Source: an optimization exercise on an open RTL-to-GDS flow (aim: small area, a short achievable clock period and few clock cycles per item). Production flows keep margins and buffers that such runs may drop. Only simulation tests tie the RTL to the original design; equivalence was not proved.

==> design/flow/config.mk <==
export PLATFORM = sky130hd
export DESIGN_NAME = LWC
export DESIGN_NICKNAME = LWC
export VERILOG_FILES = /design/flow/design.v
export SDC_FILE = /design/flow/constraint.sdc
export NUM_CORES = 4
export LEC_CHECK = 0
export ABC_AREA = 1
export CAP_MARGIN = 20
export CORE_MARGIN = 2
export CORE_UTILIZATION = 55
export SETUP_SLACK_MARGIN = 1.25
export SLEW_MARGIN = 20
==> design/flow/constraint.sdc <==
create_clock -name core_clock -period 5.5 [get_ports {clk}]
set_input_delay 1.1000 -clock core_clock [delete_from_list [all_inputs] [get_ports {clk}]]
set_output_delay 1.1000 -clock core_clock [all_outputs]
set_load 0.01 [all_outputs]
==> design/flow/design.v <==
module SBox (
   input  [7:0] X,
   output [7:0] Y
   ) ;
   wire [39:0] P;
   wire [31:0] O;
   assign P[7:0] = X;
   genvar i;
   generate
      for (i = 0; i < 4; i = i + 1) begin : GEN
         assign O[8*i+7:8*i+4] = {P[8*i+7:8*i+5], P[8*i+4] ^ ~(P[8*i+7] | P[8*i+6])};
         assign O[8*i+3:8*i+0] = {P[8*i+3:8*i+1], P[8*i+0] ^ ~(P[8*i+3] | P[8*i+2])};
         assign P[8*i+15:8*i+8] = {O[8*i+2], O[8*i+1], O[8*i+7], O[8*i+6],
                                   O[8*i+4], O[8*i+0], O[8*i+3], O[8*i+5]};
      end
   endgenerate
   assign Y = {O[31:27], O[25], O[26], O[24]};
endmodule  
module ShiftRows (
   input  [127:0] X,
   output [127:0] Y
   ) ;
   assign Y[127:96] = X[127:96];
   assign Y[ 95:64] = {X[71:64], X[95:72]};
   assign Y[ 63:32] = {X[47:32], X[63:48]};
   assign Y[ 31: 0] = {X[23: 0], X[31:24]};
endmodule  
module MixColumns (
   input  [127:0] X,
   output [127:0] Y
   ) ;
   wire [7:0] c1_x2x1 = X[ 95: 88] ^ X[63:56];
   wire [7:0] c2_x2x1 = X[ 87: 80] ^ X[55:48];
   wire [7:0] c3_x2x1 = X[ 79: 72] ^ X[47:40];
   wire [7:0] c4_x2x1 = X[ 71: 64] ^ X[39:32];
   wire [7:0] c1_x2x0 = X[127:120] ^ X[63:56];
   wire [7:0] c2_x2x0 = X[119:112] ^ X[55:48];
   wire [7:0] c3_x2x0 = X[111:104] ^ X[47:40];
   wire [7:0] c4_x2x0 = X[103: 96] ^ X[39:32];
   assign Y[127:120] = c1_x2x0 ^ X[31:24];
   assign Y[ 95: 88] = X[127:120];
   assign Y[ 63: 56] = c1_x2x1;
   assign Y[ 31: 24] = c1_x2x0;
   assign Y[119:112] = c2_x2x0 ^ X[23:16];
   assign Y[ 87: 80] = X[119:112];
   assign Y[ 55: 48] = c2_x2x1;
   assign Y[ 23: 16] = c2_x2x0;
   assign Y[111:104] = c3_x2x0 ^ X[15:8];
   assign Y[ 79: 72] = X[111:104];
   assign Y[ 47: 40] = c3_x2x1;
   assign Y[ 15:  8] = c3_x2x0;
   assign Y[103: 96] = c4_x2x0 ^ X[7:0];
   assign Y[ 71: 64] = X[103:96];
   assign Y[ 39: 32] = c4_x2x1;
   assign Y[  7:  0] = c4_x2x0;
endmodule  
module Permutation (
   input  [127:0] X,
   output [127:0] Y
   ) ;
   assign Y[127:120] = X[ 55: 48];
   assign Y[119:112] = X[  7:  0];
   assign Y[111:104] = X[ 63: 56];
   assign Y[103: 96] = X[ 23: 16];
   assign Y[ 95: 88] = X[ 47: 40];
   assign Y[ 87: 80] = X[ 15:  8];
   assign Y[ 79: 72] = X[ 31: 24];
   assign Y[ 71: 64] = X[ 39: 32];
   assign Y[ 63: 56] = X[127:120];
   assign Y[ 55: 48] = X[119:112];
   assign Y[ 47: 40] = X[111:104];
   assign Y[ 39: 32] = X[103: 96];
   assign Y[ 31: 24] = X[ 95: 88];
   assign Y[ 23: 16] = X[ 87: 80];
   assign Y[ 15:  8] = X[ 79: 72];
   assign Y[  7:  0] = X[ 71: 64];
endmodule  
module HPermutation (
   input  [63:0] X,
   output [63:0] Y
   ) ;
   assign Y[63:56] = X[55:48];
   assign Y[55:48] = X[ 7: 0];
   assign Y[47:40] = X[63:56];
   assign Y[39:32] = X[23:16];
   assign Y[31:24] = X[47:40];
   assign Y[23:16] = X[15: 8];
   assign Y[15: 8] = X[31:24];
   assign Y[ 7: 0] = X[39:32];
endmodule  
module lfsr_gf56 ( 
   so,
   si, domain
   ) ;
   output [63:0] so;
   input [55:0]  si;
   input [7:0] 	  domain;
   wire [55:0] 	  lfsr, lfsrs, lfsrn;
   assign lfsr = {si[7:0],
		  si[15:8],
		  si[23:16],
		  si[31:24],
		  si[39:32],
		  si[47:40],
		  si[55:48]
		  };
   assign lfsrs = {lfsr[54:0],lfsr[55]};
   assign lfsrn = lfsrs ^ {lfsr[55],2'b0,lfsr[55],1'b0,lfsr[55],2'b0};   
   assign so = {lfsrn[7:0],
		lfsrn[15:8],
		lfsrn[23:16],
		lfsrn[31:24],
		lfsrn[39:32],
		lfsrn[47:40],
		lfsrn[55:48],
		domain};   
endmodule  
module LWC ( 
   do_data, pdi_ready, sdi_ready, do_valid, do_last,
   pdi_data, sdi_data, pdi_valid, sdi_valid, do_ready, clk, rst
   ) ;
   output [31:0] do_data;
   output        pdi_ready, sdi_ready;
   output        do_valid, do_last;
   input [31:0]  pdi_data, sdi_data;
   input         pdi_valid, sdi_valid, do_ready;
   input         clk, rst;
   localparam R = 2;
   localparam IDLE = 0,  KLD = 1,  KHD = 2,  KW  = 3,
              ADH  = 4,  ADS = 5,  ADT = 6,  NH  = 7,
              NW   = 8,  NWT = 9,  MH  = 10, MS  = 11,
              TH   = 12, TW  = 13, ST  = 14, VH  = 15,
              VW   = 16, VS  = 17;
   localparam NS = 18;
   localparam C_AD = 2'd0, C_N = 2'd1, C_M = 2'd2;
   reg [127:0] S, K, T3, NB, T2;
   reg [63:0]  Z;
   reg [NS-1:0] st;
   reg [1:0]   g;              
   reg [1:0]   wc;             
   reg [11:0]  hi;             
   reg [3:0]   lo;             
   reg         full, blast;    
   reg         dec, fail, sclr;
   reg         tpart;
   reg         busy, par;
   reg [5:0]   rc;
   reg [1:0]   ctype;
   reg [1:0]   twc;            
   reg         tth, ttw, tst, tvs;    
   wire [127:0] ks2a, ks3a, ks2, ks3, rout1, rout;
   wire [5:0]   rc2 = {rc[4:0], rc[5] ^ rc[4] ^ 1'b1};
   wire [63:0]  rk  = ((R == 1 && par) ? 64'h0 : Z) ^ T2[127:64] ^ T3[127:64];
   wire         last_rnd;
   SkinnyRound RND1 (.X(S), .RK(rk), .RC(rc), .Y(rout1));
   TKStep KA (.T2(T2), .T3(T3), .N2(ks2a), .N3(ks3a));
   generate
      if (R == 2) begin : TWO
         SkinnyRound RND2 (.X(rout1), .RK(ks2a[127:64] ^ ks3a[127:64]), .RC(rc2), .Y(rout));
         TKStep KB (.T2(ks2a), .T3(ks3a), .N2(ks2), .N3(ks3));
         assign last_rnd = busy & (rc == 6'h2D);
      end
      else begin : ONE
         assign rout = rout1;
         assign ks2  = ks2a;
         assign ks3  = ks3a;
         assign last_rnd = busy & (rc == 6'h1A);
      end
   endgenerate
   wire [63:0] zp, zr, zr2, zr3, zrev;
   HPermutation HP0 (.X(Z),   .Y(zp));
   HPermutation HP1 (.X(zp),  .Y(zr));
   HPermutation HP2 (.X(zr),  .Y(zr2));
   HPermutation HP3 (.X(zr2), .Y(zr3));
   HPermutation HP4 (.X(zr3), .Y(zrev));    
   wire [31:0] stop = S[127:96];
   wire [31:0] gofs = {stop[24]^stop[31], stop[31:25],
                       stop[16]^stop[23], stop[23:17],
                       stop[8]^stop[15],  stop[15:9],
                       stop[0]^stop[7],   stop[7:1]};
   wire [1:0]  wi = wc;
   wire [3:0]  b0 = {wi, 2'b00};
   wire [3:0]  bm = {full | (b0 < lo), full | ((b0 | 4'd1) < lo),
                     full | ((b0 | 4'd2) < lo), full | ((b0 | 4'd3) < lo)};
   wire        off  = bm[3];                     
   wire        w3   = (wi == 2'd3);
   wire [31:0] mask = {{8{bm[3]}}, {8{bm[2]}}, {8{bm[1]}}, {8{bm[0]}}};
   wire [31:0] pdo  = pdi_data ^ gofs;
   wire [31:0] wm   = (st[MS] & dec ? pdo : pdi_data) & mask;
   wire [31:0] w    = {wm[31:4], (w3 & ~full) ? lo : wm[3:0]};
   wire        g3 = (g == 2'd3);
   wire        ph = (g == wi);
   wire        can_start = ~busy | last_rnd;
   wire        oready = do_ready;
   wire tbusy = tth | ttw | tst | tvs;
   wire adsok = st[ADS] & ~busy & ~tth & ph & (pdi_valid | ~off);
   wire tagok = ~ttw | (twc > wc) | ((twc == wc) & oready);
   wire x_ads = adsok & tagok;                                  
   wire x_adt = st[ADT] & ph & (pdi_valid | ~off);               
   wire x_nw  = st[NW] & ph & pdi_valid;                         
   wire x_ms  = st[MS] & ~busy & ph & (~off | (pdi_valid & oready));
   wire tph   = (g == twc);
   wire twok  = ttw & ~busy & tph;
   wire x_tw  = twok & oready;
   wire x_vw  = st[VW] & ~busy & ph & pdi_valid;
   wire x_kw  = st[KW] & ph & sdi_valid;
   wire x_hdr = (st[IDLE] | st[ADH] | st[NH] | st[VH]) & pdi_valid;
   wire x_mh  = st[MH] & ~tbusy & pdi_valid & oready;
   assign pdi_ready = st[IDLE] | st[ADH] | st[NH] | st[VH]
                    | (st[ADS] & ~busy & ~tth & ph & off & tagok)
                    | ((st[ADT] | st[NW]) & ph & (off | st[NW]))
                    | (st[MS] & ~busy & ph & off & oready)
                    | (st[MH] & ~tbusy & oready)
                    | (st[VW] & ~busy & ph);
   assign sdi_ready = st[KLD] | st[KHD] | (st[KW] & ph);
   wire sh   = x_ads | x_ms | x_tw | x_vw;            
   wire nbsh = x_adt | x_nw;
   wire endb = (x_ads | x_adt | x_nw | x_ms) & w3;    
   wire start = g3 & ((x_adt | x_ms | (x_nw & can_start)) | (st[NWT] & can_start));
   assign do_valid = (st[MH] & ~tbusy & pdi_valid) | (st[MS] & ~busy & ph & off & pdi_valid)
                   | twok | tth | tst | tvs;
   assign do_last  = tst | tvs;
   wire [3:0] inst = pdi_data[31:28];
   wire go_key = st[IDLE] & pdi_valid & (inst == 4'h7);
   wire go_op  = st[IDLE] & pdi_valid & (inst == 4'h2 || inst == 4'h3);
   reg [NS-1:0] stn;
   always @* begin
      stn = st;
      if (go_key) begin stn[IDLE] = 1'b0; stn[KLD] = 1'b1; end
      if (go_op)  begin stn[IDLE] = 1'b0; stn[ADH] = 1'b1; end
      if (st[KLD] & sdi_valid & (sdi_data[31:28] == 4'h4)) begin stn[KLD] = 1'b0; stn[KHD] = 1'b1; end
      if (st[KHD] & sdi_valid) begin stn[KHD] = 1'b0; stn[KW] = 1'b1; end
      if (x_kw & w3) begin stn[KW] = 1'b0; stn[IDLE] = 1'b1; end
      if (st[ADH] & pdi_valid) begin stn[ADH] = 1'b0; stn[ADS] = 1'b1; end
      if (x_ads & w3) begin stn[ADS] = 1'b0; stn[NH] = blast; stn[ADT] = ~blast; end
      if (x_adt & w3) begin stn[ADT] = 1'b0; stn[NH] = blast; stn[ADS] = ~blast; end
      if (st[NH] & pdi_valid) begin stn[NH] = 1'b0; stn[NW] = 1'b1; end
      if (x_nw & w3) begin stn[NW] = 1'b0; stn[MH] = can_start; stn[NWT] = ~can_start; end
      if (st[NWT] & can_start & g3) begin stn[NWT] = 1'b0; stn[MH] = 1'b1; end
      if (x_mh) begin stn[MH] = 1'b0; stn[MS] = 1'b1; end
      if (x_ms & w3 & blast) begin stn[MS] = 1'b0; stn[VH] = dec; stn[IDLE] = ~dec; end
      if (st[VH] & pdi_valid) begin stn[VH] = 1'b0; stn[VW] = 1'b1; end
      if (x_vw & w3) begin stn[VW] = 1'b0; stn[IDLE] = 1'b1; end
   end
   assign do_data    = tbusy ? (({32{tth}} & 32'h8300_0010)
                              | ({32{ttw}} & gofs)
                              | ({32{tst | tvs}} & {3'b111, tvs & fail, 28'h0}))
                     : (({32{st[MH]}} & {dec ? 8'h43 : 8'h5A, pdi_data[23:0]})
                              | ({32{st[MS]}} & pdo & mask));
   wire        zstepn = (x_ads | x_ms) & w3;
   wire [7:0]  zdom = last_rnd ? (tpart ? 8'd26 : 8'd24)
                    : st[ADS] ? (blast ? (full ? 8'd24 : 8'd26) : 8'd8)
                    : (blast ? (full ? 8'd20 : 8'd21) : 8'd4);
   wire [63:0] zsrc = last_rnd ? zrev : Z;
   wire [63:0] zstep;
   lfsr_gf56 CNT (.so(zstep), .si(zsrc[63:8]), .domain(zdom));
   localparam [63:0] ZINIT = 64'h0100_0000_0000_0000;
   wire [127:0] nb_n = {NB[95:0], nbsh ? (st[ADT] ? w : pdi_data) : NB[127:96]};
   wire [127:0] k_n  = {K[95:0], x_kw ? sdi_data : K[127:96]};
   always @(posedge clk) begin
      S <= busy ? rout : {S[95:0], (x_ads | x_ms) ? (((st[ADS] & sclr) ? 32'h0 : stop) ^ w) : stop};
      T2 <= start ? nb_n : ks2;
      T3 <= start ? k_n : ks3;
      NB <= nb_n;
      K  <= k_n;
      if (last_rnd)
        Z <= (ctype == C_AD) ? zstep : (ctype == C_N) ? ZINIT : zrev;
      else if (busy & (R == 2 || par))
        Z <= zp;
      else if (zstepn)
        Z <= zstep;
      else if (go_op & ~busy)
        Z <= ZINIT;
   end
   wire [11:0] hin  = pdi_data[15:4];
   wire [3:0]  lon  = pdi_data[3:0];
   wire        ldlen = (st[ADH] | st[MH]) & pdi_valid & (st[ADH] | oready);
   wire        endlen = (x_ads | x_adt | x_ms) & w3;
   always @(posedge clk) begin
      if (rst) begin
         st    <= {{(NS-1){1'b0}}, 1'b1};
         g     <= 2'd0;
         wc    <= 2'd0;
         busy  <= 1'b0;
         par   <= 1'b0;
         rc    <= 6'h01;
         ctype <= C_M;
         hi    <= 12'h0;
         lo    <= 4'h0;
         full  <= 1'b0;
         blast <= 1'b1;
         dec   <= 1'b0;
         fail  <= 1'b0;
         sclr  <= 1'b0;
         tpart <= 1'b0;
         twc   <= 2'd0;
         tth   <= 1'b0;
         ttw   <= 1'b0;
         tst   <= 1'b0;
         tvs   <= 1'b0;
      end
      else begin
         st <= stn;
         g  <= g + 2'd1;
         if (x_ads | x_ms | x_vw | nbsh | x_kw) wc <= wc + 2'd1;
         if (x_tw) twc <= twc + 2'd1;
         if (x_ms & w3 & blast & ~dec) tth <= 1'b1;
         else if (tth & oready) tth <= 1'b0;
         if (tth & oready) ttw <= 1'b1;
         else if (x_tw & (twc == 2'd3)) ttw <= 1'b0;
         if (x_tw & (twc == 2'd3)) tst <= 1'b1;
         else if (oready) tst <= 1'b0;
         if (x_vw & w3) tvs <= 1'b1;
         else if (oready) tvs <= 1'b0;
         if (ldlen) begin
            hi    <= hin;
            lo    <= lon;
            full  <= |hin;
            blast <= ~|hin[11:1] & (~hin[0] | ~|lon);
         end
         else if (endlen) begin
            hi    <= blast ? 12'h0 : hi - 12'd1;
            full  <= ~blast & |hi[11:1];
            blast <= blast | (~|hi[11:2] & (hi[1] ? (~hi[0] & ~|lo) : hi[0]));
         end
         if (start) begin
            busy  <= 1'b1;
            par   <= 1'b0;
            rc    <= 6'h01;
            ctype <= st[ADT] ? C_AD : (st[MS] & ~blast) ? C_M : C_N;
         end
         else if (busy) begin
            par   <= ~par;
            rc    <= (R == 2) ? {rc2[4:0], rc2[5] ^ rc2[4] ^ 1'b1} : rc2;
            if (last_rnd) busy <= 1'b0;
         end
         if (go_op) dec <= pdi_data[28];
         if (x_ms & w3 & blast) fail <= 1'b0;
         if (st[ADH] & pdi_valid) sclr <= 1'b1;
         if (x_ads & w3) sclr <= 1'b0;
         if (x_adt & w3) tpart <= ~full;
         if (x_vw && (pdo != 32'h0)) fail <= 1'b1;
      end
   end
endmodule  
module SkinnyRound (
   input  [127:0] X,
   input  [63:0]  RK,
   input  [5:0]   RC,
   output [127:0] Y
   ) ;
   wire [127:0] sb, sr, mc, kv, ksr, kmc;
   genvar i;
   generate
      for (i = 0; i < 16; i = i + 1) begin : SBOXES
         SBox SB (.X(X[8*i+7:8*i]), .Y(sb[8*i+7:8*i]));
      end
   endgenerate
   ShiftRows  SR (.X(sb), .Y(sr));
   MixColumns MC (.X(sr), .Y(mc));
   assign kv = {RK ^ {4'h0, RC[3:0], 30'h0, RC[5:4], 24'h0}, 8'h02, 56'h0};
   ShiftRows  KSR (.X(kv), .Y(ksr));
   MixColumns KMC (.X(ksr), .Y(kmc));
   assign Y = mc ^ kmc;
endmodule  
module TKStep (
   input  [127:0] T2, T3,
   output [127:0] N2, N3
   ) ;
   wire [127:0] p2, p3;
   Permutation PT2 (.X(T2), .Y(p2));
   Permutation PT3 (.X(T3), .Y(p3));
   genvar i;
   generate
      for (i = 0; i < 8; i = i + 1) begin : LFSRS
         assign N2[64+8*i+7:64+8*i] = {p2[64+8*i+6:64+8*i], p2[64+8*i+7] ^ p2[64+8*i+5]};
         assign N3[64+8*i+7:64+8*i] = {p3[64+8*i] ^ p3[64+8*i+6], p3[64+8*i+7:64+8*i+1]};
      end
   endgenerate
   assign N2[63:0] = p2[63:0];
   assign N3[63:0] = p3[63:0];
endmodule  
==> design/flow/run.sh <==
#!/bin/bash
# synth_recipe.tcl (not shown) runs the flow's synth.tcl, then flattens the netlist and writes it again
# the make line also repeats each setting of config.mk as NAME=value (left out here)
make -C /OpenROAD-flow-scripts/flow DESIGN_CONFIG=/design/flow/config.mk WORK_HOME=/design/flow/orfs CLKGATE_MAP_FILE= SYNTH_SCRIPT=/design/flow/synth_recipe.tcl finish
==> summary.txt, run 1 <==
Global route
  – GR Util All Layers: between 40 and 50%
  – Top Usage Layer GRT: met2
  – Initial antenna violation count: 7
  – Largest net degree at the start of global routing: slightly below 200
  – GR Layer Usage met1: 57.4%
  – GRT overflow: 0
  – Met3 Usage GRT: about 9%
  – First-pass GRT wire length: around 230000 um
  – Vias in the first global route: around 32000
  – Met2 Usage GRT: 67.4%

Critical path
  – FF-to-FF Start: Z[0]
  – Critical path peak fanout: 8
  – Setup crit start kind: register
  – Critical Path RT: approximately 4400 ps
  – Crit end category: primary output
  – R2R cell count: 19
  – Reg-to-Reg End: S[108]
  – Critical Path AT: between 3000 and 4000 ps
  – WS Path Type: register to primary output
  – Crit path capture: do_data[4]
  – Crit path from: tst
  – Worst R2R Setup Slack: approximately 1400 ps

Synth
  – Average cell area after synthesis: 7.55 um2
  – Most frequent cells after synthesis: 1713 x nand2_1, 695 x dfxtp_1, 390 x inv_1, 321 x xor2_1, 312 x nand3_1
  – Cells after synthesis: 5090
  – Synth Register Bits: 759
  – Post-Syn Area: between 30000 and 40000 um2
  – Most frequent cell after synthesis: nand2_1
  – Synth cell types: between 60 and 70
  – Post-synth net total: 5169
  – Top cell type's share of synthesized area: 36.2%
  – Async SR Flop Fraction: 0%
  – Post-synth EDFFs: 64
  – Post-synthesis sequential area ratio: between 40% and 50%
  – Leading post-synthesis cells by cell area: dfxtp_1 36%, nand2_1 17%, xor2_1 7.3%, xnor2_1 6.2%, edfxtp_1 5.0%
  – Synth Flop Type: dfxtp_1
  – Yosys top cell by area: dfxtp_1
  – Syn. warnings: 1

Placement
  – Gpl congestion: about 1.1
  – PortBufs: between 100 and 150
  – Dpl cell area: 40300 um2
  – Post-DP HPWL: between 100000 and 150000 um
  – Pre-CTS setup slack: 859 ps
  – Placed cells: between 5000 and 6000

Clock tree
  – Clock Latency Late Sink: between 600 and 700 ps
  – Root Buffer: clkbuf_16
  – Clock Path Buffers: 3
  – TritonCTS clock tree: built
  – CTS Buf Count: a little under 80
  – Sink Count: roughly 760
  – Clock transition time at the flip-flop clock pins of the worst setup and hold paths: approximately 70 ps
  – H-tree levels: 3

Drt
  – Vias/cell: 5.83
  – Residual DRC: 0
  – Routed wire length: 163000 um
  – Vias: ~36000
  – DR iter-0 viols: between 5000 and 6000
  – First-pass DRT Iterations: 8
  – Routed length per instance: about 27 um
  – Routed Antenna Nets: 0

Floorplanning
  – DIE HEIGHT: 268 um
  – Die X-Extent: approximately 270 um
  – # IOs: 105
  – Core ar.: a little under 70000 um2
  – Starting Density: 55.8%
  – DIE AREA: 72000 um2
  – Num rows: 96

STA
  – Rel. slew slack: 23.8%
  – Fmax: roughly 0.24 GHz
  – Final setup fails: 0
  – Final hold vios: 0
  – Final Slew Violations: 0
  – Setup Total Neg Slack: 0 ps
  – Hold_ws: 340 ps
  – Fin worst setup slack: approximately 1300 ps
  – Tmin final: between 4000 and 5000 ps
  – Worst slew pin tran: roughly 1100 ps
  – RSZ-0062 raised after global routing: no
  – Crit share post-route: between 70% and 80%
  – Worst Skew: between 70 and 80 ps

Final layout
  – Non-Filler Instances: around 6000
  – Share of layout cells above drive strength 1: around 7.6%
  – Final Util: a little over three fifths
  – Fin area: between 40000 and 50000 um2
  – Area growth syn-to-layout: 12.9%
  – NumNets Final: between 5000 and 6000

Hold path
  – Hold path depth: 0
  – HP Class: register to register

Outcome
  – Status: no timing/DRC/antenna violations

Flow run
  – Max-Cap Viols: 0
-- layer usage --
| layer | share of wire [%] | routed length, um | vias to the layer above |
|---|---|---|---|
| met5 | 0.017 | 27 | - |
| met4 | 8.1 | 13200 | 4 |
| met3 | 11 | 18000 | 442 |
| met2 | 43 | 69400 | 2142 |
| met1 | 38 | 62200 | 16800 |
| li1 | - | - | 16400 |
-- worst min-delay path by stage --
stage          startpoint      end  slack, ps
2_1_floorplan       K[68]   K[100]        330
3_3_place_gp       NB[50]   NB[82]        330
3_5_place_dp       NB[94]  NB[126]        330
4_1_cts            NB[22]   NB[54]        330
5_1_grt            NB[59]   NB[91]        350
6_report            K[36]    K[68]        340
-- final cells by class --
cell class / instances / area, um2
Fill cell: 6276 / 25400
Multi-Input combinational cell: 3728 / 20500
Sequential cell: 759 / 15800
Clock buffer: 112 / 2390
Inverter: 419 / 1590
Timing Repair Buffer: 149 / 1430
Tap cell: 931 / 1160
Clock inverter: 34 / 470
Antenna cell: 6 / 15.0
Timing Repair inverter: 1 / 5.00
-- sequential cells by signal (all words and copies together), names as in the netlist, 4 cells and up --
name and cells:
T3 128, T2 128, rc 6, Z 64
lo 4, NB 128, S 128, st 14
hi 12, K 128
-- repair_timing --
action | in CTS | in global routing
buffers inserted | 1 | 3
hold buffers | 0 | 0
gates cloned | 0 | 1
hold endpoints to repair | 0 | 0
pin swaps | 0 | 1
resized for setup | 22 | 25
endpoints found under the setup margin | 25 | 60
-- kinds of logic after synthesis --
family	synth area share (%)
compound gates	10.0
xor+xnor	15.9
fa+ha+maj	0.326
buf+inv	5.99
flops	41.2
mux	0.0553
simple gates	26.5
-- critical path, cell delays in order (launching register included) --
cell,delay [ps]
dfxtp_1,320
nor2_2,180
inv_1,100
nor2_2,180
nand2_1,170
nor2_4,160
inv_1,70
or2_2,370
o211ai_1,260
clkdlybuf4s50_1,590
-- layout by cell type (no fill, tap or decap), drive strengths merged, types with 5 or more instances in the layout --
cell and instances:
nand2 1777, dfxtp 695, inv 422, xor2 347, nand3 325, xnor2 295, o21ai 256, nor2 224
clkbuf 112, a21oi 108, clkdlybuf4s50 88, edfxtp 64, o211ai 63, a31oi 49, buf 45, nand4 37
o221ai 30, o22ai 27, nand3b 25, or2 25, clkinv 24, a211oi 20, a22oi 19, nor3 16
a32oi 13, ha 10, o2111ai 9, a21o 9, dlygate4sd2 9, dlymetal6s2s 7, o21bai 7, diode 6
o21a 5, nor4 5
Testbench counts, summed over its fixed seeds: cycles 34,200, bytes 18,726.
==> run 2, diff against run 1 <==
--- a/design/flow/config.mk
+++ b/design/flow/config.mk
@@ -9,5 +9,5 @@
 export CAP_MARGIN = 20
 export CORE_MARGIN = 2
 export CORE_UTILIZATION = 55
-export SETUP_SLACK_MARGIN = 1.25
+export SETUP_SLACK_MARGIN = 1.5
 export SLEW_MARGIN = 20
==> run 2 against run 1 <==
- clock-buffer cell count stayed put
- largest cell class unchanged
- utilization is 0.89 points higher
- die area stayed put
- synthesized area stayed put
- critical path depth is 7 higher
- synthesized cell count stayed put
- cell count is 0.24% higher
- highest routed layer unchanged
- critical path type is now register to register
- maximum frequency is 2.0% higher
==> summary.txt, run 2 <==
Outcome
  – Status: no timing/DRC/antenna violations

Drt
  – Routed length per instance: 26.6 um (+0.15%)
  – DR iter-0 viols: 5097 (-3.1%)
  – First-pass DRT Iterations: 6 (-2)
  – Vias/cell: 5.84 (about the same)
  – Routed wire length: 163000 um (+0.39%)
  – Vias: 35900 (+0.30%)
  – Residual DRC: 0 (unchanged)
  – Routed Antenna Nets: 0 (unchanged)

Floorplanning
  – Die X-Extent: 268 um (unchanged)
  – Core ar.: 68800 um2 (unchanged)
  – Starting Density: 55.8% (unchanged)
  – Num rows: 96 (unchanged)
  – # IOs: 105 (unchanged)
  – DIE AREA: 72000 um2 (unchanged)
  – DIE HEIGHT: 268 um (unchanged)

Global route
  – GRT overflow: 0 (unchanged)
  – Vias in the first global route: 32200 (-0.022%)
  – First-pass GRT wire length: 226000 um (about the same)
  – GR Util All Layers: 44.6% (about the same)
  – Largest net degree at the start of global routing: 196 (unchanged)
  – Initial antenna violation count: 11 (+4)

Final layout
  – Share of layout cells above drive strength 1: 9.49% (+1.9 points)
  – Non-Filler Instances: 6154 (+0.24%)
  – FF/Latch Area: 15900 um2 (about the same)
  – Most common cell after layout, fill and taps aside: nand2_1
  – Final Util: 63.9% (+0.89 points)
  – Multi-input gate area: 21000 um2 (+2.5%)
  – Fin area: 44000 um2 (+1.4%)
  – Fillers: 6196 (-1.3%)
  – NumNets Final: 5232 (+0.31%)
  – Area growth syn-to-layout: 14.5%
  – Commonest cells after routing, fill and taps aside: 1703 x nand2_1, 682 x dfxtp_1, 381 x inv_1

Critical path
  – WS Path Type: register to register
  – Critical Path RT: 5960 ps (+1560 ps)
  – Critical path peak fanout: 6 (-2)
  – Crit end category: register
  – Setup crit start kind: register
  – Critical Path AT: 4550 ps (+1480 ps)

Clock tree
  – Hold_buf cts: 0 (unchanged)
  – H-tree levels: 3 (unchanged)
  – Clock Latency Late Sink: 690 ps (about the same)
  – Root Buffer: clkbuf_16
  – CTS Buf Count: 79 (unchanged)
  – Sink Count: 759 (unchanged)
  – Clock transition time at the flip-flop clock pins of the worst setup and hold paths: 70 ps (about the same)
  – TritonCTS clock tree: built
  – Clock Path Buffers: 3 (unchanged)

Synth
  – Most frequent cells after synthesis: 1713 x nand2_1, 695 x dfxtp_1, 390 x inv_1, 321 x xor2_1, 312 x nand3_1
  – Top cell type's share of synthesized area: 36.2% (unchanged)
  – Yosys top cell by area: dfxtp_1
  – Leading post-synthesis cells by cell area: dfxtp_1 36%, nand2_1 17%, xor2_1 7.3%, xnor2_1 6.2%, edfxtp_1 5.0%
  – Synth cell types: 65 (unchanged)
  – Syn. warnings: 1 (unchanged)
  – Average cell area after synthesis: 7.55 um2 (unchanged)
  – Post-Syn Area: 38400 um2 (unchanged)
  – Synth Flop Type: dfxtp_1
  – Cells after synthesis: 5090 (unchanged)
  – Post-synth net total: 5169 (unchanged)
  – Synth Register Bits: 759 (unchanged)
  – Most frequent cell after synthesis: nand2_1
  – Async SR Flop Fraction: 0% (unchanged)
  – Post-synthesis sequential area ratio: 41.2% (unchanged)
  – Post-synth EDFFs: 64 (unchanged)

STA
  – Final Slew Violations: 0 (unchanged)
  – Crit share post-route: 74.4% (-1.5 points)
  – Final setup fails: 0 (unchanged)
  – Worst slew pin tran: 1140 ps (+3.75 ps)
  – RSZ-0062 raised after global routing: yes
  – Final hold vios: 0 (unchanged)
  – Tmin final: 4090 ps (-81.6 ps)
  – Fmax: 0.244 GHz (+2.0%)
  – Rel. slew slack: 23.8% (about the same)
  – Worst Skew: 74.5 ps (+0.0373 ps)
  – Setup Total Neg Slack: 0 ps (unchanged)

Hold path
  – HP Class: register to register

Placement
  – Dpl cell area: 40300 um2 (unchanged)
  – PortBufs: 104 (unchanged)
  – Gpl congestion: 1.10 (unchanged)
  – Placed cells: 5982 (unchanged)
  – Post-DP HPWL: 130000 um (unchanged)

Flow run
  – Max-Cap Viols: 0 (unchanged)
## run 2: cell counts after synthesis
Identical to the previous run, type by type.
## run 2: area by class of cell
| class | count | share of cell area (%) |
|---|---|---|
| Timing Repair Buffer | 164 | 3.41 |
| Sequential cell | 759 | 36.0 |
| Antenna cell | 5 | 0.0284 |
| Clock inverter | 34 | 1.07 |
| Timing Repair inverter | 2 | 0.0228 |
| Clock buffer | 112 | 5.42 |
| Inverter | 419 | 3.64 |
| Multi-Input combinational cell | 3728 | 47.7 |
| Tap cell | 931 | 2.65 |
## run 2: path summary, 6_finish.rpt
path / from / end / slack [ps] / depth (start not counted)
worst max-delay path: Z[6] / S[108] / 1410 / 16
worst min-delay path: NB[59] / NB[91] / 330 / 0
worst max register to register: Z[6] / S[108] / 1410 / 16
worst min register to register: NB[59] / NB[91] / 330 / 0
## run 2: metal layers
layer	GRT usage [%]	routed length, um
met5	0	83
met4	31.2	13900
met3	10.3	18400
met2	66.8	69200
met1	56.9	61900
## run 2: cell families (layout without fill, tap and decap cells)
| logic type | count (synthesis) | after routing | share of synthesized area [%] |
|---|---|---|---|
| buffers and inverters | 603 | 731 | 5.99 |
| other | 0 | 5 | 0 |
| AO/OA/AOI/OAI | 633 | 633 | 10.0 |
| multiplexers | 2 | 2 | 0.0553 |
| flip-flops | 759 | 759 | 41.2 |
| XOR/XNOR | 643 | 643 | 15.9 |
| adder cells (fa/ha/maj) | 10 | 10 | 0.326 |
| AND/OR/NAND/NOR | 2440 | 2440 | 26.5 |
## run 2: timing repair
| action | CTS | global route |
|---|---|---|
| buffers inserted | 3 | 16 |
| resized for setup | 55 | 114 |
| pin swaps | 3 | 7 |
| gates cloned | 0 | 2 |
| setup endpoints to repair | 47 | 168 |
## run 2: per-stage QoR
stage / setup WS (ps) / hold WS (ps)
6_report: 1410 / 333
3_3_place_gp: 943 / 332
5_1_grt: 1390 / 345
4_1_cts: 1460 / 330
2_1_floorplan: 1680 / 331
3_5_place_dp: 859 / 335
## run 2: worst max-delay path, cell delays in order (launching register included)
cell and delay (ps):
edfxtp_1 530, xnor2_1 480, xor2_1 630, xor2_1 240
inv_1 100, nor2_1 110, nand3_1 80, nand2_1 240
nand2_1 110, nand2_1 80, nand2_2 80, nand2_1 110
xor2_2 320, xor2_2 200, nand2_2 180, nand2_1 120
nand2_1 230
==> run 3, diff against run 2 <==
--- a/design/flow/config.mk
+++ b/design/flow/config.mk
@@ -8,6 +8,6 @@
 export ABC_AREA = 1
 export CAP_MARGIN = 20
 export CORE_MARGIN = 2
-export CORE_UTILIZATION = 55
-export SETUP_SLACK_MARGIN = 1.5
+export CORE_UTILIZATION = 70
+export SETUP_SLACK_MARGIN = 1.0
 export SLEW_MARGIN = 20
==> run 3 against run 2 <==
- the flow now stops in global routing (5_1_grt)
- synthesized cell count did not move
- synthesized area is the same
==> summary.txt, run 3 <==
Synth
  – Post-synth net total: 5169 (unchanged)
  – Post-synth EDFFs: 64 (unchanged)
  – Syn. warnings: 1 (unchanged)
  – Leading post-synthesis cells by cell area: dfxtp_1 36%, nand2_1 17%, xor2_1 7.3%, xnor2_1 6.2%, edfxtp_1 5.0%
  – Yosys top cell by area: dfxtp_1
  – Post-synthesis sequential area ratio: 41.2% (unchanged)
  – Most frequent cell after synthesis: nand2_1
  – Async SR Flop Fraction: 0% (unchanged)
  – Post-Syn Area: 38400 um2 (unchanged)
  – Top cell type's share of synthesized area: 36.2% (unchanged)
  – Synth cell types: 65 (unchanged)
  – Most frequent cells after synthesis: 1713 x nand2_1, 695 x dfxtp_1, 390 x inv_1, 321 x xor2_1, 312 x nand3_1
  – Synth Register Bits: 759 (unchanged)
  – Synth Flop Type: dfxtp_1
  – Cells after synthesis: 5090 (unchanged)
  – Average cell area after synthesis: 7.55 um2 (unchanged)

Clock tree
  – Hold_buf cts: 0 (unchanged)
  – Number of setup buffers added after CTS: 0 (-3)
  – Sink Count: 759 (unchanged)
  – # resized after CTS: 1 (-98%)
  – CTS Buf Count: 75 (-5.1%)
  – Root Buffer: clkbuf_16
  – Clock Path Buffers: 3 (unchanged)
  – H-tree levels: 3 (unchanged)

Global route
  – GR Util All Layers: between 60 and 70%
  – GRT overflow: 8
  – Vias in the first global route: between 40000 and 50000
  – First-pass GRT wire length: about 290000 um
  – Largest net degree at the start of global routing: ~160

Placement
  – Placed cells: 5755 (-3.8%)
  – PortBufs: 104 (unchanged)
  – Gpl congestion: 1.14 (+3.4%)
  – Post-DP HPWL: 128000 um (-1.7%)

Outcome
  – Error msg: [ERROR GRT-0116] Global routing finished with congestion. Check the congestion regions in the DRC Viewer.
  – Last stage: global routing (5_1_grt)
  – Status: did not finish

Floorplanning
  – # IOs: 105 (unchanged)
  – Die X-Extent: 238 um (-11%)
  – Starting Density: 71.1% (+15 points)
  – DIE HEIGHT: 238 um (-11%)
  – Num rows: 85 (-11%)
[run 3: cell counts after synthesis]
No cell type changed its count.
[run 3: how the worst min path moves through the flow]
stage                     endpoint  cells after the start
after floorplan             K[100]                      0
after global placement       K[50]                      0
after detailed placement    NB[38]                      0
after CTS                   NB[47]                      0
[run 3: kinds of logic after synthesis]
logic type      Yosys count  share of synthesized area, %
fa+ha+maj                10                         0.326
flops                   759                          41.2
xor+xnor                643                          15.9
compound gates          633                          10.0
simple gates           2440                          26.5
mux                       2                        0.0553
buf+inv                 603                          5.99
[run 3: metrics by stage]
step	cell area (um2)	setup WS [ps]	hold slack, ps
2_1_floorplan	38400	1680	331
3_3_place_gp	40100	1180	333
3_5_place_dp	40100	1120	335
4_1_cts	42700	1020	345
[run 3: metal layers]
layer / GRT usage [%] / GRT overflow
met1: 72.3 / 0
met5: 6.58 / 0
met4: 66.0 / 6
met2: 89.9 / 2
met3: 50.0 / 0
==> run 4, diff against run 3 <==
--- a/design/flow/config.mk
+++ b/design/flow/config.mk
@@ -8,6 +8,6 @@
 export ABC_AREA = 1
 export CAP_MARGIN = 20
 export CORE_MARGIN = 2
-export CORE_UTILIZATION = 70
+export CORE_UTILIZATION = 55
 export SETUP_SLACK_MARGIN = 1.0
 export SLEW_MARGIN = 20
==> run 4 against run 3 <==
- now clean on timing, DRC and antenna
- synthesized cell count unchanged
- synthesized area unchanged
==> summary.txt, run 4 <==
Drt
  – DR iter-0 viols: between 5000 and 6000
  – Residual DRC: 0
  – Routed wire length: roughly 160000 um
  – Routed Antenna Nets: 0
  – Routed length per instance: roughly 26 um
  – Vias: 35800
  – First-pass DRT Iterations: 9
  – Vias/cell: around 5.8

Synth
  – Syn. warnings: 1 (unchanged)
  – Post-synthesis mux area share: 0.0553% (unchanged)
  – Most frequent cells after synthesis: 1713 x nand2_1, 695 x dfxtp_1, 390 x inv_1, 321 x xor2_1, 312 x nand3_1
  – Post-Synth XOR/XNOR Area: 15.9% (unchanged)
  – Complex-gate fraction of the synthesized area: 10.0% (unchanged)
  – Post-synth net total: 5169 (unchanged)
  – Cells after synthesis: 5090 (unchanged)
  – Leading post-synthesis cells by cell area: dfxtp_1 36%, nand2_1 17%, xor2_1 7.3%, xnor2_1 6.2%, edfxtp_1 5.0%
  – Post-synthesis sequential area ratio: 41.2% (unchanged)
  – Synth Register Bits: 759 (unchanged)
  – Average cell area after synthesis: 7.55 um2 (unchanged)
  – Largest family of logic cells by synthesized area: simple AND/OR/NAND/NOR gates
  – Post-synthesis simple-gate area fraction: 26.5% (unchanged)
  – Synth cell types: 65 (unchanged)
  – Most frequent cell after synthesis: nand2_1
  – Synth Flop Type: dfxtp_1
  – Post-Syn Area: 38400 um2 (unchanged)
  – Yosys top cell by area: dfxtp_1
  – Post-synth EDFFs: 64 (unchanged)
  – Async SR Flop Fraction: 0% (unchanged)
  – Top cell type's share of synthesized area: 36.2% (unchanged)
  – Adder-cell share of the synthesized area: 0.326% (unchanged)

Clock tree
  – H-tree levels: 3 (unchanged)
  – Clock Path Buffers: 3 (unchanged)
  – Clock transition time at the flip-flop clock pins of the worst setup and hold paths: roughly 70 ps
  – CTS Buf Count: 79 (+5.3%)
  – TritonCTS clock tree: built
  – Sink Count: 759 (unchanged)
  – Root Buffer: clkbuf_16
  – Clock Latency Late Sink: 680 ps

Flow run
  – Max-Cap Viols: 0

Critical path
  – Most used cell, CP: nand2_1
  – Critical Path RT: between 5000 and 6000 ps
  – Critical Path AT: a little under 5000 ps
  – Critical path peak fanout: 4
  – WS Path Type: register to register
  – Crit end category: register
  – Worst-path cell chain: xnor2_1 > xor2_1 > nand3_1 > nand2_2 > nand2_1 > nand2_2 > nand2_1 > nand3_1 > nand3_1 > nand2_1 > nand4_1 > nand2_2 > a21oi_2 > or2_1 > nand2_2 > xor2_2 > nand2_1 > nand2_1 > nand2_1
  – Setup crit start kind: register
  – Worst path top cell family by delay: simple AND/OR/NAND/NOR gates
  – Slowest CP cell: xor2_1
  – Slowest stage delay, CP: approximately 640 ps
  – Buffer and inverter count on the worst path: 0

Floorplanning
  – Core ar.: just under 70000 um2
  – Die X-Extent: 268 um (+13%)
  – Starting Density: 55.8% (-15 points)
  – # IOs: 105 (unchanged)
  – DIE HEIGHT: 268 um (+13%)
  – Num rows: 96 (+13%)
  – DIE AREA: 72000 um2

STA
  – Tmin final: roughly 4400 ps
  – Crit share post-route: between 70% and 80%
  – Worst Skew: between 70 and 80 ps
  – Final hold vios: 0
  – Rel. slew slack: 18.7%
  – Final setup fails: 0
  – Worst slew pin tran: roughly 1200 ps
  – Final Slew Violations: 0
  – Setup Total Neg Slack: 0 ps
  – RSZ-0062 raised after global routing: no
  – Fmax: around 0.23 GHz

Final layout
  – Non-Filler Instances: 6136
  – Commonest cells after routing, fill and taps aside: 1711 x nand2_1, 694 x dfxtp_1, 388 x inv_1
  – Most common cell after layout, fill and taps aside: nand2_1
  – NumNets Final: between 5000 and 6000
  – Share of layout cells above drive strength 1: under 10%
  – Area growth syn-to-layout: 12.5%
  – Fillers: approximately 6300
  – Final Util: ~63%

Placement
  – Gpl congestion: 1.10 (-3.3%)
  – Post-DP HPWL: 130000 um (+1.7%)
  – PortBufs: 104 (unchanged)
  – Placed cells: 5982 (+3.9%)

Global route
  – Largest net degree at the start of global routing: between 150 and 200
  – Initial antenna violation count: 7
  – First-pass GRT wire length: 225000 um
  – Vias in the first global route: roughly 32000
  – GR Util All Layers: 44.5%
  – GRT overflow: 0

Outcome
  – Status: no timing/DRC/antenna violations

Hold path
  – HP Class: register to register
-- run 4: final timing paths --
kind | slack, ps | to | startpoint | cells after the start
max | 1130 | S[108] | Z[47] | 19
min | 330 | NB[91] | NB[59] | 0
max reg2reg | 1130 | S[108] | Z[47] | 19
min reg2reg | 330 | NB[91] | NB[59] | 0
-- run 4: repair_timing --
| action | in CTS | in global routing |
|---|---|---|
| setup endpoints to repair | 10 | 18 |
| buffers inserted | 0 | 1 |
| pin swaps | 0 | 0 |
| hold buffers | 0 | 0 |
| endpoints found under the hold margin | 0 | 0 |
| resized for setup | 3 | 10 |
-- run 4: kinds of logic after synthesis --
| group | Yosys count |
|---|---|
| buffers and inverters | 603 |
| adder cells (fa/ha/maj) | 10 |
| XOR/XNOR | 643 |
| flip-flops | 759 |
| AND/OR/NAND/NOR | 2440 |
| AO/OA/AOI/OAI | 633 |
| multiplexers | 2 |
-- run 4: area by class of cell --
type,instances,area (um2),area share (%)
diodes,7,17.5,0.0405
clock buffers,112,2390,5.52
clock inverters,34,470,1.09
inverters,419,1580,3.66
multi-input cells,3728,20400,47.1
flip-flops and latches,759,15800,36.6
well taps,931,1160,2.69
repair buffers,146,1400,3.24
-- run 4: layer usage --
metal	vias to the layer above	track usage (%)	wire, um
met5	-	0	29
met2	2140	67.2	69300
li1	16400	-	-
met3	437	8.98	17800
met4	4	30.3	13200
met1	16800	57.5	62200
-- run 4: metrics by stage --
stage / hold WS, ps / worst slack (ps) / cell area, um2
after detailed placement: 335 / 859 / 40300
after CTS: 330 / 989 / 43200
after global placement: 332 / 943 / 40300
final: 334 / 1130 / 43200
after floorplan: 331 / 1680 / 38400
after global routing: 345 / 1020 / 43200
==> run 5, diff against run 4 <==
--- a/design/flow/config.mk
+++ b/design/flow/config.mk
@@ -9,5 +9,5 @@
 export CAP_MARGIN = 20
 export CORE_MARGIN = 2
 export CORE_UTILIZATION = 55
-export SETUP_SLACK_MARGIN = 1.0
+export SETUP_SLACK_MARGIN = 1.65
 export SLEW_MARGIN = 20
==> run 5 against run 4 <==
- still clean
- critical path type unchanged
- utilization up 2.0 points
- register-to-register slack improved by 460 ps
==> summary.txt, run 5 <==
Clock tree
  – Clock transition time at the flip-flop clock pins of the worst setup and hold paths: 70 ps (about the same)
  – Clock Path Buffers: 3 (unchanged)
  – TritonCTS clock tree: built
  – Clock Latency Late Sink: 690 ps (about the same)
  – CTS Buf Count: 79 (unchanged)
  – H-tree levels: 3 (unchanged)
  – Root Buffer: clkbuf_16
  – Sink Count: 759 (unchanged)

Synth
  – Top cell type's share of synthesized area: 36.2% (unchanged)
  – Synth Register Bits: 759 (unchanged)
  – Adder-cell share of the synthesized area: 0.326% (unchanged)
  – Cells after synthesis: 5090 (unchanged)
  – Post-synth EDFFs: 64 (unchanged)
  – Synth cell types: 65 (unchanged)
  – Syn. warnings: 1 (unchanged)
  – Yosys top cell by area: dfxtp_1
  – Complex-gate fraction of the synthesized area: 10.0% (unchanged)
  – Largest family of logic cells by synthesized area: simple AND/OR/NAND/NOR gates
  – Post-synth net total: 5169 (unchanged)
  – Leading post-synthesis cells by cell area: dfxtp_1 36%, nand2_1 17%, xor2_1 7.3%, xnor2_1 6.2%, edfxtp_1 5.0%
  – Most frequent cell after synthesis: nand2_1
  – Post-synthesis sequential area ratio: 41.2% (unchanged)
  – Post-Syn Area: 38400 um2 (unchanged)
  – Post-synthesis mux area share: 0.0553% (unchanged)
  – Async SR Flop Fraction: 0% (unchanged)
  – Synth Flop Type: dfxtp_1
  – Post-Synth XOR/XNOR Area: 15.9% (unchanged)
  – Post-synthesis simple-gate area fraction: 26.5% (unchanged)
  – Most frequent cells after synthesis: 1713 x nand2_1, 695 x dfxtp_1, 390 x inv_1, 321 x xor2_1, 312 x nand3_1
  – Average cell area after synthesis: 7.55 um2 (unchanged)

Drt
  – First-pass DRT Iterations: 7 (-2)
  – Routed length per instance: 26.6 um (+0.42%)
  – Routed Antenna Nets: 0 (unchanged)
  – Vias: 36100 (+0.91%)
  – DR iter-0 viols: 5237 (+3.8%)
  – Vias/cell: 5.85 (+0.39%)
  – Routed wire length: 164000 um (+0.94%)
  – Residual DRC: 0 (unchanged)

Final layout
  – NumNets Final: 5250 (+0.73%)
  – Fillers: 6134 (-2.6%)
  – Commonest cells after routing, fill and taps aside: 1691 x nand2_1, 672 x dfxtp_1, 378 x inv_1
  – Area growth syn-to-layout: 16.1%
  – Share of layout cells above drive strength 1: 11.2% (+4.0 points)
  – Most common cell after layout, fill and taps aside: nand2_1
  – Multi-input gate area: 21400 um2 (+5.2%)
  – FF/Latch Area: 15900 um2 (+0.19%)

Global route
  – Largest net degree at the start of global routing: 196 (unchanged)
  – Vias in the first global route: 32300 (+0.39%)
  – Initial antenna violation count: 11 (+4)
  – First-pass GRT wire length: 226000 um (+0.36%)
  – GR Util All Layers: 44.7% (+0.15 points)
  – GRT overflow: 0 (unchanged)

Floorplanning
  – DIE HEIGHT: 268 um (unchanged)
  – Die X-Extent: 268 um (unchanged)
  – Core ar.: 68800 um2 (unchanged)
  – # IOs: 105 (unchanged)
  – Starting Density: 55.8% (unchanged)
  – DIE AREA: 72000 um2 (unchanged)
  – Num rows: 96 (unchanged)

STA
  – Setup Total Neg Slack: 0 ps (unchanged)
  – Final setup fails: 0 (unchanged)
  – Worst slew pin tran: 1200 ps (-20.1 ps)
  – Crit share post-route: 71.0% (-8.5 points)
  – Tmin final: 3910 ps (-465 ps)
  – Hold_ws: 332 ps (-2.23 ps)
  – Worst Skew: 74.4 ps (+0.627 ps)
  – Fmax: 0.256 GHz (+12%)
  – Rel. slew slack: 20.0% (+1.3 points)
  – RSZ-0062 raised after global routing: yes
  – Final hold vios: 0 (unchanged)
  – Final Slew Violations: 0 (unchanged)
  – Fin worst setup slack: 1590 ps (+465 ps)

Hold path
  – Hold_sp: NB[59]
  – Hold path depth: 0 (unchanged)
  – HP Class: register to register

Outcome
  – Status: no timing/DRC/antenna violations

Critical path
  – Setup crit start kind: register
  – Critical path peak fanout: 5 (+1)
  – WS Path Type: register to register
  – Crit path from: Z[9]
  – Critical Path AT: 4490 ps (-340 ps)
  – Crit end category: register
  – R2R cell count: 16 (-3)
  – Critical Path RT: 6080 ps (+120 ps)
  – FF-to-FF Start: Z[9]

Placement
  – Pre-CTS setup slack: 859 ps (unchanged)
  – Post-DP HPWL: 130000 um (unchanged)
  – Gpl congestion: 1.10 (unchanged)
  – PortBufs: 104 (unchanged)

Flow run
  – Max-Cap Viols: 0 (unchanged)
[run 5: through the flow]
stage          instances  utilization, %  instance area (um2)
4_1_cts             6141            63.3                43600
3_3_place_gp        5982            58.6                40300
2_1_floorplan       5090               -                38400
6_report            6168            64.8                44600
3_5_place_dp        5982            58.6                40300
5_1_grt             6167            64.8                44600
[run 5: area by class of cell]
class                   count  share of cell area, %
diodes                      1                0.00561
clock buffers             112                   5.35
flip-flops and latches    759                   35.6
inverters                 419                   3.60
repair buffers            182                   3.73
multi-input cells        3728                   48.1
well taps                 931                   2.61
clock inverters            34                   1.05
repair inverters            2                 0.0281
[run 5: kinds of logic after synthesis]
| family | count (synthesis) |
|---|---|
| flops | 759 |
| buf+inv | 603 |
| xor+xnor | 643 |
| compound gates | 633 |
| fa+ha+maj | 10 |
| mux | 2 |
| simple gates | 2440 |
[run 5: worst paths after layout]
check	endpoint	slack, ps
min reg2reg	NB[91]	330
max	S[112]	1590
min	NB[91]	330
max reg2reg	S[112]	1590
[run 5: critical path: stages (launching register included)]
cell	delay, ps
edfxtp_1	490
xnor2_1	640
xor2_1	770
nand3_1	240
nand3_1	140
nand2_1	50
nand2_1	200
nand3_1	140
nand2_1	80
nand2_1	150
nand3_1	110
nand2_1	130
nand3_1	100
nand3_1	190
nand2_1	140
nand2_1	70
inv_2	160
[run 5: metal layers]
metal / track usage, % / wire [um] / vias to the layer above
li1: - / - / 16400
met1: 57.6 / 62500 / 17000
met2: 67.3 / 70200 / 2184
met3: 9.14 / 17800 / 472
met4: 30.6 / 13500 / 8
met5: 0 / 56 / -
[run 5: repair_timing]
action | CTS | global route
pin swaps | 5 | 19
setup endpoints to repair | 95 | 178
cloned | 0 | 3
buffers inserted | 13 | 23
hold buffers | 0 | 0
resized for setup | 124 | 158
==> run 6, diff against run 5 <==
--- a/design/flow/config.mk
+++ b/design/flow/config.mk
@@ -9,5 +9,5 @@
 export CAP_MARGIN = 20
 export CORE_MARGIN = 2
 export CORE_UTILIZATION = 55
-export SETUP_SLACK_MARGIN = 1.65
+export SETUP_SLACK_MARGIN = 2.0
 export SLEW_MARGIN = 20
==> run 6 against run 5 <==
- routed wire length is 2.0% higher
- cell count grew 2.4%
- die area unchanged
- critical path type is now input port to primary output
- clock skew decreased by 24 ps
- synthesized cell count unchanged
- register-to-register slack better by 440 ps
- clock-buffer cell count grew 11
- critical path depth shrank 12
- first-iteration DRC count shrank 5.4%
- still clean on timing, DRC and antenna
==> summary.txt, run 6 <==
Floorplanning
  – Starting Density: 55.8% (unchanged)
  – Die X-Extent: 268 um (unchanged)
  – DIE HEIGHT: 268 um (unchanged)
  – # IOs: 105 (unchanged)
  – DIE AREA: 72000 um2 (unchanged)
  – Num rows: 96 (unchanged)
  – Core ar.: 68800 um2 (unchanged)

Final layout
  – Share of layout cells above drive strength 1: 18.7% (+7.5 points)
  – Area growth syn-to-layout: 24.0%
  – Commonest cells after routing, fill and taps aside: 1619 x nand2_1, 636 x dfxtp_1, 364 x inv_1
  – Non-Filler Instances: 6318 (+2.4%)
  – NumNets Final: 5397 (+2.8%)
  – Final Util: 69.2% (+4.4 points)
  – Fin area: 47600 um2 (+6.8%)
  – Most common cell after layout, fill and taps aside: nand2_1

Clock tree
  – Clock Path Buffers: 3 (unchanged)
  – Hold_buf cts: 0 (unchanged)
  – CTS Buf Count: 82 (+3.8%)
  – H-tree levels: 3 (unchanged)
  – TritonCTS clock tree: built
  – Root Buffer: clkbuf_16
  – Clock Latency Late Sink: 680 ps (about the same)
  – Sink Count: 759 (unchanged)
  – Clock transition time at the flip-flop clock pins of the worst setup and hold paths: 70 ps (about the same)

Drt
  – Vias/cell: 5.86 (+0.25%)
  – First-pass DRT Iterations: 9 (+2)
  – Routed Antenna Nets: 0 (unchanged)
  – Vias: 37100 (+2.7%)
  – Residual DRC: 0 (unchanged)
  – DR iter-0 viols: 4953 (-5.4%)
  – Routed wire length: 167000 um (+2.0%)
  – Routed length per instance: 26.5 um (-0.46%)

Placement
  – Pre-CTS setup slack: 1240 ps (+376 ps)
  – Gpl congestion: 1.09 (-0.94%)
  – Post-DP HPWL: 128000 um (-1.5%)
  – Placed cells: 5983 (+0.017%)
  – PortBufs: 104 (unchanged)
  – Dpl cell area: 40300 um2 (about the same)

Synth
  – Synth cell types: 65 (unchanged)
  – Synth Flop Type: dfxtp_1
  – Most frequent cell after synthesis: nand2_1
  – Yosys top cell by area: dfxtp_1
  – Post-synth net total: 5169 (unchanged)
  – Top cell type's share of synthesized area: 36.2% (unchanged)
  – Post-synth EDFFs: 64 (unchanged)
  – Leading post-synthesis cells by cell area: dfxtp_1 36%, nand2_1 17%, xor2_1 7.3%, xnor2_1 6.2%, edfxtp_1 5.0%
  – Cells after synthesis: 5090 (unchanged)
  – Async SR Flop Fraction: 0% (unchanged)
  – Post-Syn Area: 38400 um2 (unchanged)
  – Average cell area after synthesis: 7.55 um2 (unchanged)
  – Synth Register Bits: 759 (unchanged)
  – Post-synthesis sequential area ratio: 41.2% (unchanged)
  – Syn. warnings: 1 (unchanged)
  – Most frequent cells after synthesis: 1713 x nand2_1, 695 x dfxtp_1, 390 x inv_1, 321 x xor2_1, 312 x nand3_1

Flow run
  – Max-Cap Viols: 0 (unchanged)

Global route
  – Largest net degree at the start of global routing: 196 (unchanged)
  – Initial antenna violation count: 8 (-3)
  – GR Util All Layers: 44.8% (+0.13 points)
  – GRT overflow: 0 (unchanged)
  – Vias in the first global route: 32700 (+1.4%)
  – First-pass GRT wire length: 228000 um (+0.60%)

STA
  – Fin worst setup slack: 1830 ps (+237 ps)
  – Hold_ws: 323 ps (-9.02 ps)
  – Final Slew Violations: 0 (unchanged)
  – Setup Total Neg Slack: 0 ps (unchanged)
  – Tmin final: 3670 ps (-237 ps)
  – Crit share post-route: 66.7% (-4.3 points)
  – Rel. slew slack: 18.6% (-1.4 points)
  – Fmax: 0.273 GHz (+6.5%)
  – Worst Skew: 50.2 ps (-24.2 ps)
  – RSZ-0062 raised after global routing: yes
  – Worst slew pin tran: 1210 ps (+15.5 ps)
  – Final hold vios: 0 (unchanged)
  – Final setup fails: 0 (unchanged)

Critical path
  – Critical path peak fanout: 5 (unchanged)
  – WS Path Type: input port to primary output
  – Critical Path AT: 2570 ps (-1920 ps)
  – Setup crit start kind: input port
  – Crit end category: primary output
  – Critical Path RT: 4400 ps (-1680 ps)

Hold path
  – HP Class: register to register

Outcome
  – Status: no timing/DRC/antenna violations
-- run 6: cell count changes in the layout (fill, tap and decap cells not counted), moves of 14 or more --
cell,previous run,this run
buf_4,66,193
nand2_1,1691,1619
xnor2_1,240,191
nand2_2,80,122
xnor2_2,41,83
xor2_1,269,230
dfxtp_1,672,636
nand3_1,308,277
nand2_4,6,35
dfxtp_2,21,47
nand3_2,17,42
xor2_4,16,38
xor2_2,62,79
inv_1,378,364
-- run 6: final timing paths --
path	start	endpoint	slack (ps)	cells past startpoint
setup / recovery	pdi_data[29]	do_data[29]	1830	4
hold / removal	NB[28]	NB[60]	320	0
setup reg to reg	S[127]	S[125]	2030	16
hold reg to reg	NB[28]	NB[60]	320	0
-- run 6: per-layer routing --
metal	up-vias	global-route usage (%)	wire length (um)
met1	17400	56.9	62200
met4	6	33.7	15900
met5	-	0	39
met3	576	9.92	19100
met2	2348	66.6	70100
li1	16700	-	-
-- run 6: kinds of logic after synthesis --
kind of cell	Yosys count	synth area share [%]
AND/OR/NAND/NOR	2440	26.5
flip-flops	759	41.2
XOR/XNOR	643	15.9
AO/OA/AOI/OAI	633	10.0
buffers and inverters	603	5.99
adder cells (fa/ha/maj)	10	0.326
multiplexers	2	0.0553
-- run 6: critical path, stage by stage --
cell	delay, ps
clkdlybuf4s50_1	560
xnor2_1	480
o211ai_1	230
buf_2	190
-- run 6: layout make-up --
type	count	area, um2
fillers	5818	21200
clock inverters	29	438
multi-input cells	3730	23200
well taps	931	1160
clock buffers	123	2450
repair inverters	2	12.5
flip-flops and latches	759	15900
repair buffers	324	2840
diodes	1	2.50
inverters	419	1620
-- run 6: repair_timing --
action / in CTS / in global routing
gates cloned: 1 / 5
endpoints found under the setup margin: 194 / 185
buffers inserted: 74 / 102
resized for setup: 384 / 334
pin swaps: 44 / 139
endpoints found under the hold margin: 0 / 0
==> run 7, diff against run 6 <==
==> design/flow/config.mk (replaced) <==
export PLATFORM = sky130hd
export DESIGN_NAME = LWC
export DESIGN_NICKNAME = LWC
export VERILOG_FILES = /design/flow/design.v
export SDC_FILE = /design/flow/constraint.sdc
export NUM_CORES = 4
export LEC_CHECK = 0
export CAP_MARGIN = 20
export CORE_MARGIN = 2
export CORE_UTILIZATION = 55
export SETUP_SLACK_MARGIN = 1.8
export SLEW_MARGIN = 20
==> run 7 against run 6 <==
- still clean on timing, DRC and antenna
- via count is 12% lower
- global-route usage is 2.9 points lower
- maximum frequency is 12% lower
- synthesized area is 1.1% lower
- cell count is 13% lower
- critical path depth is 10 higher
- register-to-register slack worse by 710 ps
- clock skew is 13 ps lower
- first-iteration DRC count is 12% lower
- utilization is 0.29 points lower
==> summary.txt, run 7 <==
Critical path
  – Crit path capture: S[120]
  – Critical Path AT: 4720 ps (+2150 ps)
  – Crit end category: register
  – FF-to-FF Start: S[46]
  – Reg-to-Reg End: S[120]
  – Critical path peak fanout: 4 (-1)
  – Crit path from: S[46]
  – WS Path Type: register to register

Synth
  – Top cell type's share of synthesized area: 36.6% (+0.40 points)
  – Yosys top cell by area: dfxtp_1
  – Synth cell types: 97 (+49%)
  – Most frequent cell after synthesis: nand2_1
  – Post-Syn Area: 38000 um2 (-1.1%)
  – Post-synthesis sequential area ratio: 41.7% (+0.45 points)
  – Average cell area after synthesis: 8.78 um2 (+16%)
  – Post-synth net total: 4408 (-15%)
  – Post-synth EDFFs: 64 (unchanged)
  – Synth Register Bits: 759 (unchanged)

STA
  – Worst Skew: 37.5 ps (-12.7 ps)
  – Crit share post-route: 75.9% (+9.2 points)
  – Fin worst setup slack: 1320 ps (-507 ps)
  – Fmax: 0.240 GHz (-12%)
  – Final setup fails: 0 (unchanged)
  – Tmin final: 4180 ps (+507 ps)
  – Setup Total Neg Slack: 0 ps (unchanged)
  – Worst slew pin tran: 1280 ps (+65.4 ps)
  – RSZ-0062 raised after global routing: yes
  – Hold_ws: 331 ps (+7.77 ps)

Placement
  – Pre-CTS setup slack: 368 ps (-867 ps)
  – PortBufs: 104 (unchanged)
  – Gpl congestion: 1.05 (-4.2%)
  – Dpl cell area: 40000 um2 (-0.77%)

Global route
  – Initial antenna violation count: 9 (+1)
  – GRT overflow: 0 (unchanged)
  – First-pass GRT wire length: 210000 um (-7.7%)
  – GR Util All Layers: 41.8% (-2.9 points)
  – Vias in the first global route: 29500 (-10%)
  – Largest net degree at the start of global routing: 205 (+4.6%)

Final layout
  – Fin area: 47200 um2 (-0.94%)
  – Share of layout cells above drive strength 1: 21.8% (+3.1 points)
  – Multi-input gate area: 24000 um2 (+3.7%)
  – NumNets Final: 4633 (-14%)
  – Fillers: 5495 (-5.6%)
  – FF/Latch Area: 16000 um2 (+0.31%)
  – Most common cell after layout, fill and taps aside: nand2_1
  – Commonest cells after routing, fill and taps aside: 906 x nand2_1, 630 x dfxtp_1, 459 x xnor2_1

Clock tree
  – CTS Buf Count: 80 (-2.4%)
  – Root Buffer: clkbuf_16
  – Clock Path Buffers: 3 (unchanged)
  – Clock Latency Late Sink: 660 ps (-20 ps)
  – TritonCTS clock tree: built
  – Sink Count: 759 (unchanged)

Flow run
  – Max-Cap Viols: 0 (unchanged)

Floorplanning
  – Core ar.: 68500 um2 (-0.52%)
  – DIE HEIGHT: 267 um (-0.53%)
  – Die X-Extent: 267 um (-0.53%)
  – # IOs: 105 (unchanged)
  – Starting Density: 55.5% (-0.31 points)

Drt
  – Routed length per instance: 27.9 um (+5.2%)
  – Routed length on met2: 64200 um (-8.4%)
  – Routed Antenna Nets: 0 (unchanged)
  – Routed wire length: 153000 um (-8.4%)
  – Max layer used: met5
  – Routed met1 length: 60100 um (-3.4%)
  – Met3 wire length: 15400 um (-19%)
  – Vias: 32600 (-12%)
  – First-pass DRT Iterations: 7 (-2)

Outcome
  – Status: no timing/DRC/antenna violations

Hold path
  – HP Class: register to register
==> run 7: area by class of cell <==
| cell class | count | area share, % |
|---|---|---|
| Multi-Input combinational cell | 3299 | 50.9 |
| Antenna cell | 1 | 0.00530 |
| Timing Repair Buffer | 367 | 6.55 |
| Clock buffer | 110 | 4.76 |
| Tap cell | 882 | 2.34 |
| Clock inverter | 37 | 1.20 |
| Sequential cell | 759 | 33.9 |
| Inverter | 47 | 0.374 |
==> run 7: kinds of logic (layout without fill, tap and decap cells) <==
family                     after synthesis  after routing  share of synthesized area [%]
xor gates and xnor gates               890            890                           22.8
adders and majority gates               10             10                          0.329
AOI/OAI and AO/OA                      589            590                           9.46
buffers and inverters                  274            561                           2.83
and+or+nand+nor                       1650           1652                           18.4
DFF                                    759            759                           41.7
other                                    0              1                              0
muxes                                  157            157                           4.51
==> run 7: worst min path at each step <==
stage / endpoint / from / depth (start not counted)
detailed placement: K[38] / K[6] / 0
finish: NB[113] / NB[81] / 0
floorplan: K[100] / K[68] / 0
CTS: NB[49] / NB[17] / 0
global placement: K[80] / K[48] / 0
global route: NB[113] / NB[81] / 0
==> run 7: metal layers <==
| layer | GRT usage, % | up-vias |
|---|---|---|
| met5 | 0 | - |
| met4 | 29.1 | 16 |
| met3 | 9.22 | 446 |
| met2 | 61.7 | 1816 |
| met1 | 54.5 | 15600 |
| li1 | - | 14700 |
==> run 7: what timing repair did <==
item                       in CTS  in global routing
gates resized for setup       428                284
pin swaps                      97                113
setup endpoints to repair     350                269
setup buffers                 127                 79
hold buffers                    0                  0
gates cloned                    1                  2
==> run 7: stage by stage <==
step,util (%),std cells
4_1_cts,66.3,5420
3_3_place_gp,58.4,5145
6_report,68.9,5502
3_5_place_dp,58.4,5145
2_1_floorplan,-,4329
5_1_grt,68.9,5501
==> run 7: worst max-delay path: stages (launching register included) <==
cell and delay [ps]:
dfxtp_1 360, or3_1 410, nand4_1 190, xor2_4 120, a211o_1 280, a21o_1 210, and2_1 200, xnor3_2 460
mux2_4 320, a311o_1 310, xnor2_2 330, nand2b_4 230, xnor2_4 140, xnor3_1 240, mux2_2 260

[afterwards: timing with drivers on the ports]
The flow's constraints put no driver on any port. The routed layouts listed below were extracted and timed again, unchanged, in two steps. Step 1: set_driving_cell puts a clkbuf_16 on clk and a buf_2 on each other input, an assumption about the parent block. Step 2 also shifts input and output timing later by t, the mid clock arrival at the registers, as if the neighbouring blocks saw the same clock. Three values: ideal ports, drivers, drivers and shift; two values: the first two.
run | t, ns | slack for setup (ns) | clock arrival spread, ns | cell pins on the clock port's net
run 1 | 0.720 | 1.327 / 1.256 / 0.917 | 0.075 / 0.076 | 1
run 2 | 0.724 | 1.408 / 1.408 / 1.080 | 0.075 / 0.075 | 1
run 4 | 0.715 | 1.129 / 1.073 / 0.654 | 0.075 / 0.075 | 1
run 5 | 0.720 | 1.594 / 1.594 / 1.204 | 0.075 / 0.074 | 1
run 6 | 0.728 | 1.831 / 1.766 / 1.604 | 0.054 / 0.053 | 1
run 7 | 0.714 | 1.325 / 1.325 / 1.325 | 0.037 / 0.037 | 1
After both steps every run listed still meets setup and hold. For run 4, which loses most, drivers alone change the setup slack by -0.056 ns; drivers and shift together by -0.475 ns.
